This design comes from an exercise in tuning for small area and few clock cycles per item on the open sky130 flow, not from production work.
In this exercise RTL edits were held to simulation tests only and were not proved equivalent to the original.
Power figures rest on the tool's default switching activity, not on a simulated workload.

==> design/flow/design.v <==
module MyDesign (dut_run, dut_busy, reset_b, clk, dut_sram_write_address,
		 dut_sram_write_data, dut_sram_write_enable, 
		 dut_sram_read_address,	sram_dut_read_data,
		 dut_wmem_read_address, wmem_dut_read_data);
input clk;
input signed [15:0] sram_dut_read_data, wmem_dut_read_data;
input dut_run, reset_b;
output signed [15:0] dut_sram_write_data;
output [11:0] dut_sram_write_address;
output dut_sram_write_enable;
wire signed [15:0] dut_sram_write_data;
wire [11:0] dut_sram_write_address;
wire dut_sram_write_enable;
output [11:0] dut_sram_read_address, dut_wmem_read_address;
output dut_busy;
wire [11:0] dut_sram_read_address, dut_wmem_read_address;
wire dut_busy;
reg signed [15:0] input_stage1, weight_stage1;
reg enable_write_stage1, select_adder_stage1; 
reg [2:0] select_input, select_weight;
reg signed [7:0] input_mul_1, input_mul_2, weight_mul_1, weight_mul_2;
wire signed [15:0] output_mul_1, output_mul_2;
reg signed [15:0] output_mul_1_stage2, output_mul_2_stage2;
reg select_adder_stage2, enable_write_stage2; 
wire signed [15:0] adder_input_1, adder_input_2, adder_input_3;
wire signed [16:0] output_adder;
reg enable_write_stage3; 
reg signed [16:0] output_adder_stage3;
reg [11:0] register_address_input, register_address_weight, register_address_output;
reg [1:0] address_input_select, address_weight_select, address_output_select;
reg [11:0] address_input, address_weight, address_output;
reg [3:0] control_input_shift;
reg [7:0] count_input_column, count_weight_column, count_input_row, count_weight_row;
reg [7:0] size_input, size_weight;
reg busy;
reg size_input_control, size_weight_control;
reg [1:0] input_column_control, weight_column_control;
reg [1:0] input_row_control, weight_row_control;
reg [7:0] input_column_subtract, weight_column_subtract;
wire [7:0] size_input_mux_output, size_weight_mux_output;
reg [7:0] count_input_column_mux_output, count_input_row_mux_output;
reg [7:0] count_weight_column_mux_output, count_weight_row_mux_output;
reg [3:0] bits_input, bits_weight;
reg bits_input_control, bits_weight_control;
wire [3:0] bits_input_mux_output, bits_weight_mux_output;
reg register_busy;
parameter [3:0]	
	S0 = 4'b0000,
	S1 = 4'b0001,
	S2 = 4'b0010,
	S3 = 4'b0011,
	S4 = 4'b0100,
	S5 = 4'b0101,
	S6 = 4'b0110,
	S7 = 4'b0111,
	S8 = 4'b1000,
	S9 = 4'b1001,
	S10 = 4'b1010,
	S11 = 4'b1011,
	S12 = 4'b1100,
	S13 = 4'b1101;
reg [3:0]  current_state_input, current_state_weight, next_state_input, next_state_weight; 
reg[2:0] select_input_control, select_weight_control;
reg adder_control, enable_write_control;
always @ (posedge clk)
begin 
	if(!reset_b)
	begin 
		input_stage1 <= 16'b0;
		weight_stage1 <= 16'b0;
		enable_write_stage1 <= 1'b0;
		select_adder_stage1 <= 1'b0;
		select_input <= 3'b0;
		select_weight <= 3'b0;
	end
	else 
	begin
		input_stage1 <= sram_dut_read_data;
		weight_stage1 <=wmem_dut_read_data;
		select_adder_stage1 <= adder_control;
		select_input <= select_input_control;
		select_weight <= select_weight_control;
		enable_write_stage1 <= enable_write_control; 
	end
end
always @ (*)
begin
	case(select_input)
		3'b000: begin
			input_mul_1 = 8'b0;
			input_mul_2 = 8'b0;
			end 
		3'b001: begin 
			input_mul_1 = {{6{input_stage1[1]}},input_stage1[1:0]};
			input_mul_2 = {{6{input_stage1[3]}},input_stage1[3:2]};
			end
		3'b010: begin 
			input_mul_1 = {{6{input_stage1[5]}},input_stage1[5:4]};
			input_mul_2 = {{6{input_stage1[7]}},input_stage1[7:6]};
			end
		3'b011: begin 
			input_mul_1 = {{6{input_stage1[9]}},input_stage1[9:8]};	
			input_mul_2 = {{6{input_stage1[11]}},input_stage1[11:10]};
			end
		3'b100: begin 
			input_mul_1 = {{6{input_stage1[13]}},input_stage1[13:12]};
			input_mul_2 = {{6{input_stage1[15]}},input_stage1[15:14]};
			end
		3'b101: begin 
			input_mul_1 = {{4{input_stage1[3]}},input_stage1[3:0]};
			input_mul_2 = {{4{input_stage1[7]}},input_stage1[7:4]};
			end 
		3'b110: begin 
			input_mul_1 = {{4{input_stage1[11]}},input_stage1[11:8]};
			input_mul_2 = {{4{input_stage1[15]}},input_stage1[15:12]};
 			end 
		3'b111:begin 
			input_mul_1 = input_stage1[7:0];
			input_mul_2 = input_stage1[15:8];
			end
	endcase
	case(select_weight)
		3'b000: begin 
			weight_mul_1 = 8'b0;
			weight_mul_2 = 8'b0;
			end
		3'b001: begin 
			weight_mul_1 = {{6{weight_stage1[1]}},weight_stage1[1:0]};
			weight_mul_2 = {{6{weight_stage1[3]}},weight_stage1[3:2]};
			end
		3'b010: begin 
			weight_mul_1 = {{6{weight_stage1[5]}},weight_stage1[5:4]};
			weight_mul_2 = {{6{weight_stage1[7]}},weight_stage1[7:6]};
			end
		3'b011: begin 
			weight_mul_1 = {{6{weight_stage1[9]}},weight_stage1[9:8]};
			weight_mul_2 = {{6{weight_stage1[11]}},weight_stage1[11:10]};
			end
		3'b100: begin 
			weight_mul_1 = {{6{weight_stage1[13]}},weight_stage1[13:12]};
			weight_mul_2 = {{6{weight_stage1[15]}},weight_stage1[15:14]};
			end
		3'b101: begin 
			weight_mul_1 = {{4{weight_stage1[3]}},weight_stage1[3:0]};
			weight_mul_2 = {{4{weight_stage1[7]}},weight_stage1[7:4]};
			end 
		3'b110: begin 
			weight_mul_1 = {{4{weight_stage1[11]}},weight_stage1[11:8]};
			weight_mul_2 = {{4{weight_stage1[15]}},weight_stage1[15:12]};
 			end 
		3'b111:begin 
			weight_mul_1 = weight_stage1[7:0];
			weight_mul_2 = weight_stage1[15:8];
			end
	endcase
end
assign output_mul_1 = input_mul_1 * weight_mul_1;
assign output_mul_2 = input_mul_2 * weight_mul_2;
always @ (posedge clk)
begin 
	if(!reset_b)
	begin
		select_adder_stage2 <= 1'b0;
		enable_write_stage2 <= 1'b0;
		output_mul_1_stage2 <= 16'b0;
		output_mul_2_stage2 <= 16'b0; 
	end 
	else
	begin
		select_adder_stage2 <= select_adder_stage1;
		enable_write_stage2 <= enable_write_stage1;
		output_mul_1_stage2 <= output_mul_1;
		output_mul_2_stage2 <= output_mul_2; 
	end 
end
assign adder_input_1 = output_mul_1_stage2;
assign adder_input_2 = output_mul_2_stage2;
assign adder_input_3 = select_adder_stage2? output_adder_stage3 : 16'b0;
assign output_adder = (adder_input_1+adder_input_2)+adder_input_3; 
always @ (posedge clk)
begin 
	if(!reset_b)
	begin
		enable_write_stage3 <= 1'b0;
		output_adder_stage3 <= 17'b0;
	end 
	else 
	begin
		enable_write_stage3 <= enable_write_stage2;
		output_adder_stage3 <= output_adder; 
	end	
end 
assign dut_sram_write_address = register_address_output;
assign dut_sram_write_enable = enable_write_stage3;
assign dut_sram_write_data = output_adder_stage3[15:0];
always @ (posedge clk)
begin
	if(!reset_b)
	begin 
		register_address_weight <= 12'b0;
		register_address_input <= 12'b0;
		register_address_output <= 12'b111111111111;
	end
	else
	begin
		register_address_weight <=address_weight;
		register_address_input <= address_input;
		register_address_output <= address_output; 
	end
end 
always @ (*)
begin 
	address_weight = register_address_weight;
	case(address_weight_select)
	2'b00: address_weight = register_address_weight;
	2'b01: address_weight = register_address_weight+12'b1;
	2'b10: address_weight = 12'b0;
	endcase 
end
always @ (*)
begin 
	case(address_input_select)
	2'b00: address_input = register_address_input;
	2'b01: address_input = register_address_input+12'b1;
	2'b10: address_input = (register_address_input+12'b1)-(size_input>>control_input_shift);
	2'b11: address_input = 12'b0;
	endcase
end
assign dut_sram_read_address = address_input;
assign dut_wmem_read_address = address_weight;
always @ (*)
begin
	address_output = register_address_output;
	case(address_output_select)
	2'b00: address_output = register_address_output;
	2'b01: address_output = register_address_output+12'b1;
	2'b10: address_output = 12'hfff;
	endcase
end 
assign size_input_mux_output = size_input_control?sram_dut_read_data:size_input;
assign size_weight_mux_output = size_weight_control?wmem_dut_read_data:size_weight;
always @ (posedge clk)
begin
	if(!reset_b)
	begin 
		size_input <= 8'b0;
		size_weight <= 8'b0;
	end 
	else
	begin
		size_input <= size_input_mux_output;
		size_weight <= size_weight_mux_output; 
	end
end
always @ (posedge clk)
begin
	if(!reset_b)
	begin 
		count_input_column <= 8'b0;
		count_input_row <= 8'b0;
		count_weight_column <= 8'b0;
		count_weight_row <= 8'b0;
	end 
	else
	begin 
	 	count_input_column <= count_input_column_mux_output;
		count_input_row <= count_input_row_mux_output;
		count_weight_column <= count_weight_column_mux_output;
		count_weight_row <= count_weight_row_mux_output;
	end 
end 
always @ (*)
begin 
	case(input_column_control)
		2'b00: count_input_column_mux_output = size_input_mux_output;
		2'b01: count_input_column_mux_output = count_input_column;
		2'b10: count_input_column_mux_output = count_input_column - input_column_subtract;
		2'b11: count_input_column_mux_output = count_input_column;
	endcase
	case(input_row_control)
		2'b00: count_input_row_mux_output = size_input_mux_output;
		2'b01: count_input_row_mux_output = count_input_row;
		2'b10: count_input_row_mux_output = count_input_row - 8'b1;
		2'b11: count_input_row_mux_output = count_input_row;
	endcase
end
always @ (*)
begin 
	case(weight_column_control)
		2'b00: count_weight_column_mux_output = size_weight_mux_output;
		2'b01: count_weight_column_mux_output = count_weight_column;
		2'b10: count_weight_column_mux_output = count_weight_column - weight_column_subtract;
		2'b11: count_weight_column_mux_output = count_weight_column;
	endcase
	case(weight_row_control)
		2'b00: count_weight_row_mux_output = size_weight_mux_output;
		2'b01: count_weight_row_mux_output = count_weight_row;
		2'b10: count_weight_row_mux_output = count_weight_row - 8'b1;
		2'b11: count_weight_row_mux_output = count_weight_row;
	endcase
end
always @(posedge clk)
begin 
	if(!reset_b)
	begin
		bits_input <= 4'b0;
		bits_weight <= 4'b0; 
	end
	else
	begin
		bits_input <= bits_input_mux_output;
		bits_weight <= bits_weight_mux_output; 
	end
end 
assign bits_input_mux_output = bits_input_control?sram_dut_read_data:bits_input;
assign bits_weight_mux_output = bits_weight_control?wmem_dut_read_data:bits_weight;
always @ (posedge clk)
begin 
	if(!reset_b)
	begin
		current_state_input <= S0;
		current_state_weight <= S0;
	end
	else
	begin 
		current_state_input <= next_state_input;
		current_state_weight <= next_state_weight;
	end
end 
always @ (posedge clk)
begin
	if(!reset_b)
		register_busy <= 1'b0;
	else
		register_busy <= busy; 
end
always @ (*)
begin
	input_column_subtract = 4'b0;
	control_input_shift = 4'b0;
	bits_input_control = 1'b0;
	input_column_control = 2'b0;
	input_row_control = 2'b0;
	size_input_control = 1'b0;
	address_input_select = 2'b0;
	address_output_select = 2'b0;
	adder_control = 1'b0;
	select_input_control = 3'b0;
	enable_write_control = 1'b0;
	next_state_input = S0;
	weight_column_subtract = 4'b0;
	bits_weight_control = 1'b0;
	weight_column_control = 2'b0;
	weight_row_control = 2'b0;
	size_weight_control = 1'b0;
	address_weight_select = 1'b0;
	select_weight_control = 3'b0;
	next_state_weight = S0;
	busy = 1'b1;
	case(current_state_input)  
		S0:
			begin
				if(dut_run)
				begin 
					address_input_select = 2'b11;
					address_output_select = 2'b10;
					next_state_input = S1;
				end
				else
				begin 
					busy = 1'b0;
					next_state_input = S0;
				end 
			end
		S1:
			begin
				size_input_control = 1'b1;
				address_input_select = 2'b1;
				next_state_input = S2;
				if(sram_dut_read_data[7:0]==8'hff)
				begin 
					next_state_input=S10;
				end	
			end
		S2: 
			begin
				bits_input_control = 1'b1;
				input_column_control = 2'b1;
				input_row_control = 2'b1;
				address_input_select = 2'b1;
				if(sram_dut_read_data[3:0]== 4'b0010)
					next_state_input = S3;
				else if(sram_dut_read_data[3:0]==4'b0100)
					next_state_input = S7;
				else if(sram_dut_read_data[3:0]==4'b1000)
					next_state_input = S9;
			end
		S3:
			begin 
				input_column_control = 2'b1;
				input_row_control = 2'b1;
				select_input_control = 3'b1;
				if(count_input_column == size_input)
					adder_control=1'b0;
				else
					adder_control=1'b1;
				next_state_input=S4;		
			end
		S4:
			begin
				input_column_control = 2'b1;
				input_row_control = 2'b1;
				adder_control=1'b1;
				select_input_control = 3'b10;
				next_state_input = S5;			 
			end
		S5:
			begin 
				input_column_control = 2'b1;
				input_row_control = 2'b1;
				adder_control=1'b1;
				select_input_control = 3'b11;
				next_state_input = S6;
			end
		S6:
			begin
				input_column_subtract = 8'b1000;
				control_input_shift = 8'b11;
				adder_control = 1'b1;
				select_input_control = 3'b100;
				address_input_select = 2'b01;
				next_state_input = S3;
				input_row_control = 2'b1;
				if(count_input_column == 8'b1000)
				begin 
					input_column_control = 2'b00;
					enable_write_control = 1'b1;
					address_output_select = 2'b1;
					if(count_input_row == 8'b1)
					begin
						next_state_input=S1; 
					end
					else
					begin
						address_input_select = 2'b10;
						input_row_control = 2'b10; 
					end
				end
				else
					input_column_control = 2'b10; 
			end
		S7:
			begin
				input_column_control = 2'b1;
				input_row_control = 2'b1;
				select_input_control = 3'b101;
				if(count_input_column == size_input)
					adder_control = 1'b0;
				else
					adder_control = 1'b1;
				next_state_input = S8;
			end	
		S8: 
			begin 
				input_column_subtract = 8'b0100;
				control_input_shift = 8'b10;
				adder_control = 1'b1;
				select_input_control = 3'b110;
				address_input_select = 2'b01;
				next_state_input = S7;
				input_row_control = 2'b1;
				if(count_input_column == 8'b0100)
				begin 
					input_column_control = 2'b00;
					enable_write_control = 1'b1;
					address_output_select = 2'b01;			
					if(count_input_row == 8'b1)
					begin
						next_state_input = S1; 
					end
					else
					begin 
						address_input_select = 2'b10;
						input_row_control = 2'b10;		
					end
				end 
				else
					input_column_control = 2'b10;
			end
		S9:
			begin 
				input_column_subtract = 8'b0010;
				control_input_shift = 8'b001;
				if(count_input_column == size_input)
					adder_control = 1'b0;
				else 
					adder_control = 1'b1;
				select_input_control = 3'b111;
				address_input_select = 2'b01;
				next_state_input = S9;
				input_row_control = 2'b1;
				if(count_input_column == 8'b0010)
				begin 
					input_column_control = 2'b00;
					enable_write_control = 1'b1;
					address_output_select = 2'b1;
					if(count_input_row == 8'b1)
						next_state_input = S1;
					else
					begin 
						address_input_select = 2'b10;
						input_row_control = 2'b10;
					end
				end
				else 
					input_column_control = 2'b10;
			end
		S10: 
			begin 
			next_state_input = S11;
			end
		S11: 
			begin 
				busy = 1'b0;
				next_state_input = S0; 
			end
		default : next_state_input = S0;
	endcase
	case(current_state_weight) 
	S0: begin
			if(dut_run)
			begin
				address_weight_select = 2'b10;
				next_state_weight = S1; 
			end 
			else
			begin 
				next_state_weight = S0;
			end 
	     end 
	S1:
		begin
			size_weight_control = 1'b1;
			address_weight_select = 1'b1;
			next_state_weight = S2;
			if(sram_dut_read_data[7:0]==8'hff)
				next_state_weight = S10;
		end
	S2:
		begin 
			bits_weight_control = 1'b1;
			weight_column_control = 2'b1;
			weight_row_control = 2'b1;
			address_weight_select = 1'b1;
			if(wmem_dut_read_data[3:0]==4'b1000)
				next_state_weight = S9;
			else if(wmem_dut_read_data[3:0] == 4'b0100)
				next_state_weight = S7;
			else 
				next_state_weight = S3;
		end
	S3: 	
		begin 
			weight_column_control = 2'b1;
			weight_row_control = 2'b1;
			select_weight_control = 3'b1;
			next_state_weight = S4;
		end
	S4: 
		begin 
			weight_column_control = 2'b1;
			weight_row_control = 2'b1;
			select_weight_control = 3'b10;
			next_state_weight = S5;
		end
	S5: 
		begin 
			weight_column_control = 2'b1;
			weight_row_control = 2'b1;
			select_weight_control = 3'b11;
			next_state_weight = S6;
		end 
	S6: 
		begin 
			weight_column_subtract = 8'b1000;
			address_weight_select = 1'b1;
			next_state_weight = S3;
			select_weight_control = 3'b100;
			if(count_weight_column==8'b1000)
			begin 
				weight_column_control = 2'b00;
				weight_row_control = 2'b10;
				if(count_weight_row==8'b1)
					next_state_weight = S1;
			end
			else
			begin
				weight_column_control = 2'b10;
				weight_row_control = 2'b01;
			end
		end
	S7: 
		begin 
			weight_column_control = 2'b01;
			weight_row_control = 2'b01;
			select_weight_control = 3'b101;
			next_state_weight = S8;
		end
	S8: 
		begin 
			weight_column_subtract = 8'b0100;
			address_weight_select = 1'b1;
			select_weight_control = 3'b110;
			next_state_weight = S7;
			if(count_weight_column==8'b0100)
			begin
				weight_column_control=2'b00;
				weight_row_control = 2'b10;
				if(count_weight_row==8'b1)
					next_state_weight = S1; 
			end
			else
			begin
				weight_column_control = 2'b10;
				weight_row_control = 2'b01; 
			end
		end
	S9: 
		begin 
			weight_column_subtract = 8'b0010;
			address_weight_select = 1'b1;
			select_weight_control = 3'b111;
			next_state_weight = S9;
			if(count_weight_column==8'b0010)
			begin
				weight_column_control=2'b00;
				weight_row_control = 2'b10;
				if(count_weight_row==8'b1)
					next_state_weight = S1; 
			end
			else
			begin
				weight_column_control = 2'b10;
				weight_row_control = 2'b01; 
			end
		end
	S10: next_state_weight = S11;
	S11: next_state_weight = S0;
	default: next_state_weight = S0;	
	endcase
end
assign dut_busy = register_busy;
endmodule
==> design/flow/run.sh <==
#!/bin/bash
# synth_recipe.tcl (not shown) runs the flow's synth.tcl, then flattens the netlist and writes it again
# the make line also repeats each setting of config.mk as NAME=value (left out here)
make -C /OpenROAD-flow-scripts/flow DESIGN_CONFIG=/design/flow/config.mk WORK_HOME=/design/flow/orfs CLKGATE_MAP_FILE= SYNTH_SCRIPT=/design/flow/synth_recipe.tcl finish
==> design/flow/config.mk <==
export PLATFORM = sky130hd
export DESIGN_NAME = MyDesign
export DESIGN_NICKNAME = MyDesign
export VERILOG_FILES = /design/flow/design.v
export SDC_FILE = /design/flow/constraint.sdc
export NUM_CORES = 4
export LEC_CHECK = 0
export CAP_MARGIN = 20
export CORE_MARGIN = 2
export CORE_UTILIZATION = 40
export SLEW_MARGIN = 20
==> design/flow/constraint.sdc <==
create_clock -name core_clock -period 6.0 [get_ports {clk}]
set_input_delay 1.2000 -clock core_clock [delete_from_list [all_inputs] [get_ports {clk}]]
set_output_delay 1.2000 -clock core_clock [all_outputs]
set_load 0.01 [all_outputs]
==> results.json <==
{
  "run_status": "complete, no violations",
  "yosys_most_used_dff": "sky130_fd_sc_hd__dfxtp_1",
  "power_switching_share_pct": 31.03,
  "grt_pass1_wl_um": 62710,
  "htree_levels": 4,
  "portBuffers": 88,
  "fin_crit_ns": 5.674,
  "worst_supply_voltage_drop_on_vdd_mv": 0.2146,
  "post_drt_wl_per_cell_um": 15.80,
  "detail_route.wirelength_um": 38030,
  "share_clk_of_total_power_pct": 36.0,
  "timing.critical_path.required_ns": 6.34,
  "timing.rr.start": "select_weight[0]$_SDFF_PN0_",
  "worst_slack_ns": 0.3257,
  "grt_pass1_vias": 12500,
  "clock_path_buffers": 2,
  "maxSlewHeadroom_pct": 38.43,
  "place.detailed.hpwl_um": 30250,
  "ctsRootBufferMaster": "sky130_fd_sc_hd__clkbuf_16",
  "grt_setup_unrepaired": "false",
  "post_synth_num_cell_types": 88,
  "synthesis.area_per_instance_um2": 8.481,
  "dpl_cell_area_um2": 16800,
  "gr-total-overflow": 0,
  "dr_total_vias": 12460,
  "cts.reportedPaths.clkPinSlew_ns": 0.07,
  "setup.worst_path.start_class": "register",
  "data_arrival_critical_path_ns": 6.01,
  "power_density_nw_per_um2": 179.4,
  "final_max_slew_viol_count": 0,
  "timing.final.crit_share_pct": 94.57,
  "setup_tns_ns": 0,
  "grt.busiest_layer": "met2",
  "total_of_max_cap_violations": 0,
  "use_met3_pct": 2.950,
  "mappedNetlistArea_um2": 15190,
  "max_freq_mhz": 176.2,
  "grt_util_met1_pct": 24.84,
  "synth_seq_cells": 184,
  "static-leakage-power_uw": 0.007549,
  "seq_power_share_pct": 43.6,
  "filler_cell_count": 3710,
  "hold_viol": 0,
  "row_count": 71,
  "finalClockSkew_ns": 0.01246,
  "cts_inserted_buffers": 17,
  "timing.critical_path.buf_inv": 3,
  "pin_count_of_the_biggest_net_entering_global_routing": 77,
  "chipWidth_um": 198.9,
  "cts_setup_buffers": 0,
  "drt.antenna.violating_nets": 0,
  "final_net_count": 2143,
  "drt-initial-drc-count": 763,
  "timing.critical_path.fanout_max": 12,
  "gr-usage-met2_pct": 35.21,
  "tritoncts_sinks": 184,
  "proportion_of_register_bits_with_asynchronous_set_or_reset_after_synthesis_pct": 0,
  "area.growth.synth_to_final_pct": 15.08,
  "worst_hold_startpoint": "select_adder_stage1$_SDFF_PN0_",
  "dieArea_um2": 39550,
  "p_comb_share_pct": 20.4,
  "antenna_found_initial": 0,
  "initial_core_util_pct": 40.52,
  "finish.instance_area_um2": 17480,
  "post_synth_inst_count": 1791,
  "io_pins": 89,
  "path_common_cell": "sky130_fd_sc_hd__fa_1",
  "post-place-ws_ns": -0.004208,
  "final_cell_mix": "sky130_fd_sc_hd__nor2_1 (233), sky130_fd_sc_hd__inv_1 (195), sky130_fd_sc_hd__dfxtp_1 (178)",
  "routed_via_density": 5.177,
  "global_route.usage.total_pct": 19.97,
  "most_common_cell_after_layout_fill_and_taps_aside": "sky130_fd_sc_hd__nor2_1",
  "post_route_cells_drive_above_1_share_pct": 8.808,
  "timing.critical_path.slowest_cell_delay_ns": 0.55,
  "detail_route.first_pass.iterations": 5,
  "cts_tree": "done",
  "synth.net_count": 2050,
  "worstMarginPinSlew_ns": 0.9202,
  "critical_path.startpoint": "select_weight[0]$_SDFF_PN0_",
  "clk-insertion-delay-late_ns": 0.47,
  "place_congestion": 0.9121,
  "core_area_um2": 37490,
  "setup.worst_path.class": "reg2reg",
  "diodes": 0,
  "seq_area_frac_synth_pct": 24.25,
  "crit_family": "adder cells",
  "endpoint_type_of_the_worst_setup_path": "register",
  "finalPower_uw": 3135,
  "height_of_the_die_um": 198.9,
  "timing.final.setup_violations": 0,
  "hold_class": "reg2reg",
  "crit_chain": "mux2_2, a221oi_1, buf_4, a31o_2, nor2b_1, fa_1, inv_1, fa_1, fa_1, fa_1, inv_1, ha_1, o21a_1, a21oi_1, o21ai_0, a41o_1, o41ai_2, xnor2_1, nor2_1",
  "p_sw_uw": 972.9,
  "number_of_enable_flip_flop_cells_after_synthesis": 0,
  "cpMaxStageDelayCell": "sky130_fd_sc_hd__fa_1",
  "p_int_uw": 2162,
  "drc": 0,
  "ys.warnings.count": 1
}
-- what timing repair did --
action	CTS	global route
gates resized for setup	1	25
pin swaps	0	0
hold endpoints to repair	0	0
hold buffers	0	0
setup endpoints to repair	1	10
-- power groups by stage --
| stage | logic, µW | clock network [µW] | registers, µW |
|---|---|---|---|
| finish | 640 | 1130 | 1370 |
| global route | 713 | 1210 | 1380 |
| CTS | 639 | 1170 | 1370 |
| detailed placement | 635 | 0 | 1390 |
| global placement | 624 | 0 | 1390 |
| floorplan | 441 | 0 | 1370 |
-- state kept, by name (all words and copies together) (netlist names), 3 cells and up --
signal                   flops
count_input_column           8
count_input_row              8
count_weight_column          8
count_weight_row             8
current_state_input          4
current_state_weight         4
input_stage1                16
output_adder_stage3         16
output_mul_1_stage2         16
output_mul_2_stage2         16
register_address_input      12
register_address_output     12
register_address_weight     12
select_input                 3
select_weight                3
size_input                   8
size_weight                  8
weight_stage1               16
-- path summary, 6_finish.rpt --
kind                                             end  slack (ns)  cells after the start
hold reg to reg       select_adder_stage2$_SDFF_PN0_        0.44                      1
setup reg to reg  output_mul_2_stage2[15]$_SDFF_PN0_        0.33                     19
hold / removal        select_adder_stage2$_SDFF_PN0_        0.44                      1
setup / recovery  output_mul_2_stage2[15]$_SDFF_PN0_        0.33                     19
-- metal layers --
metal	share of wire, %	up-vias
met1	45	5986
met3	3.0	54
met5	0	-
li1	-	6168
met4	2.5	0
met2	49	254
-- cells in the mapped netlist (48+ instances only) --
| master | instances | area (µm²) |
|---|---|---|
| sky130_fd_sc_hd__and2_1 | 73 | 456.7 |
| sky130_fd_sc_hd__clkbuf_1 | 49 | 183.9 |
| sky130_fd_sc_hd__nand2_1 | 105 | 394.1 |
| sky130_fd_sc_hd__ha_1 | 94 | 1176 |
| sky130_fd_sc_hd__inv_1 | 195 | 732.0 |
| sky130_fd_sc_hd__fa_1 | 130 | 2603 |
| sky130_fd_sc_hd__nor3_1 | 48 | 240.2 |
| sky130_fd_sc_hd__dfxtp_1 | 184 | 3684 |
| sky130_fd_sc_hd__xnor2_1 | 51 | 446.7 |
| sky130_fd_sc_hd__o21ai_0 | 74 | 370.4 |
| sky130_fd_sc_hd__a21oi_1 | 95 | 475.5 |
| sky130_fd_sc_hd__nor2_1 | 235 | 882.1 |
-- logic make-up after synthesis --
group	Yosys count	synth area share [%]
AOI/OAI and AO/OA	335	14.14
muxes	52	3.872
and+or+nand+nor	643	20.86
xor gates and xnor gates	95	5.478
DFF	184	24.25
adders and majority gates	224	24.88
buffers and inverters	258	6.524
-- area by class of cell --
type / count / area [µm²] / share of cell area, %
multi-input cells: 1349 / 10600 / 60.66
flip-flops and latches: 184 / 3691 / 21.12
repair buffers: 134 / 1224 / 7.000
inverters: 198 / 744.5 / 4.259
well taps: 511 / 639.4 / 3.658
clock buffers: 18 / 439.2 / 2.512
clock inverters: 13 / 138.9 / 0.7945
-- per-stage QoR --
step | util, % | hold WS [ns] | cells
after floorplan | - | 0.4119 | 1791
after global placement | 44.82 | 0.4203 | 2376
after detailed placement | 44.82 | 0.4218 | 2376
after CTS | 46.38 | 0.4389 | 2407
after global routing | 46.63 | 0.4591 | 2407
final | 46.63 | 0.4364 | 2407
Testbench counts, summed over its fixed seeds: cycles 154,234, macs 306,944.

## port drivers added, routing unchanged
In the flow no input, the clock included, has a driving cell. The finished layout below was timed again as built, in two steps.
Step 1, drivers: a clkbuf_16 drives clk and a buf_2 each remaining input, both assumed.
Step 2 times the ports against the registers' clock, not the clock port: input delays grow and output delays shrink by t, the midpoint of the rising clock arrivals with the driver on.
Three values: ideal ports, drivers, drivers and shift; two values: the first two.
t, ns: 0.505
slack for setup (ns): 0.326 / 0.290 / 0.326
worst hold slack (ns): 0.436 / 0.436 / 0.436
latest minus earliest clock arrival (ns): 0.016 / 0.016
worst register clock-pin slew, ns: 0.08 / 0.08
After both steps setup and hold are still met in this run. The setup slack of this run moves by -0.036 ns with the drivers and by 0.000 ns with both steps.
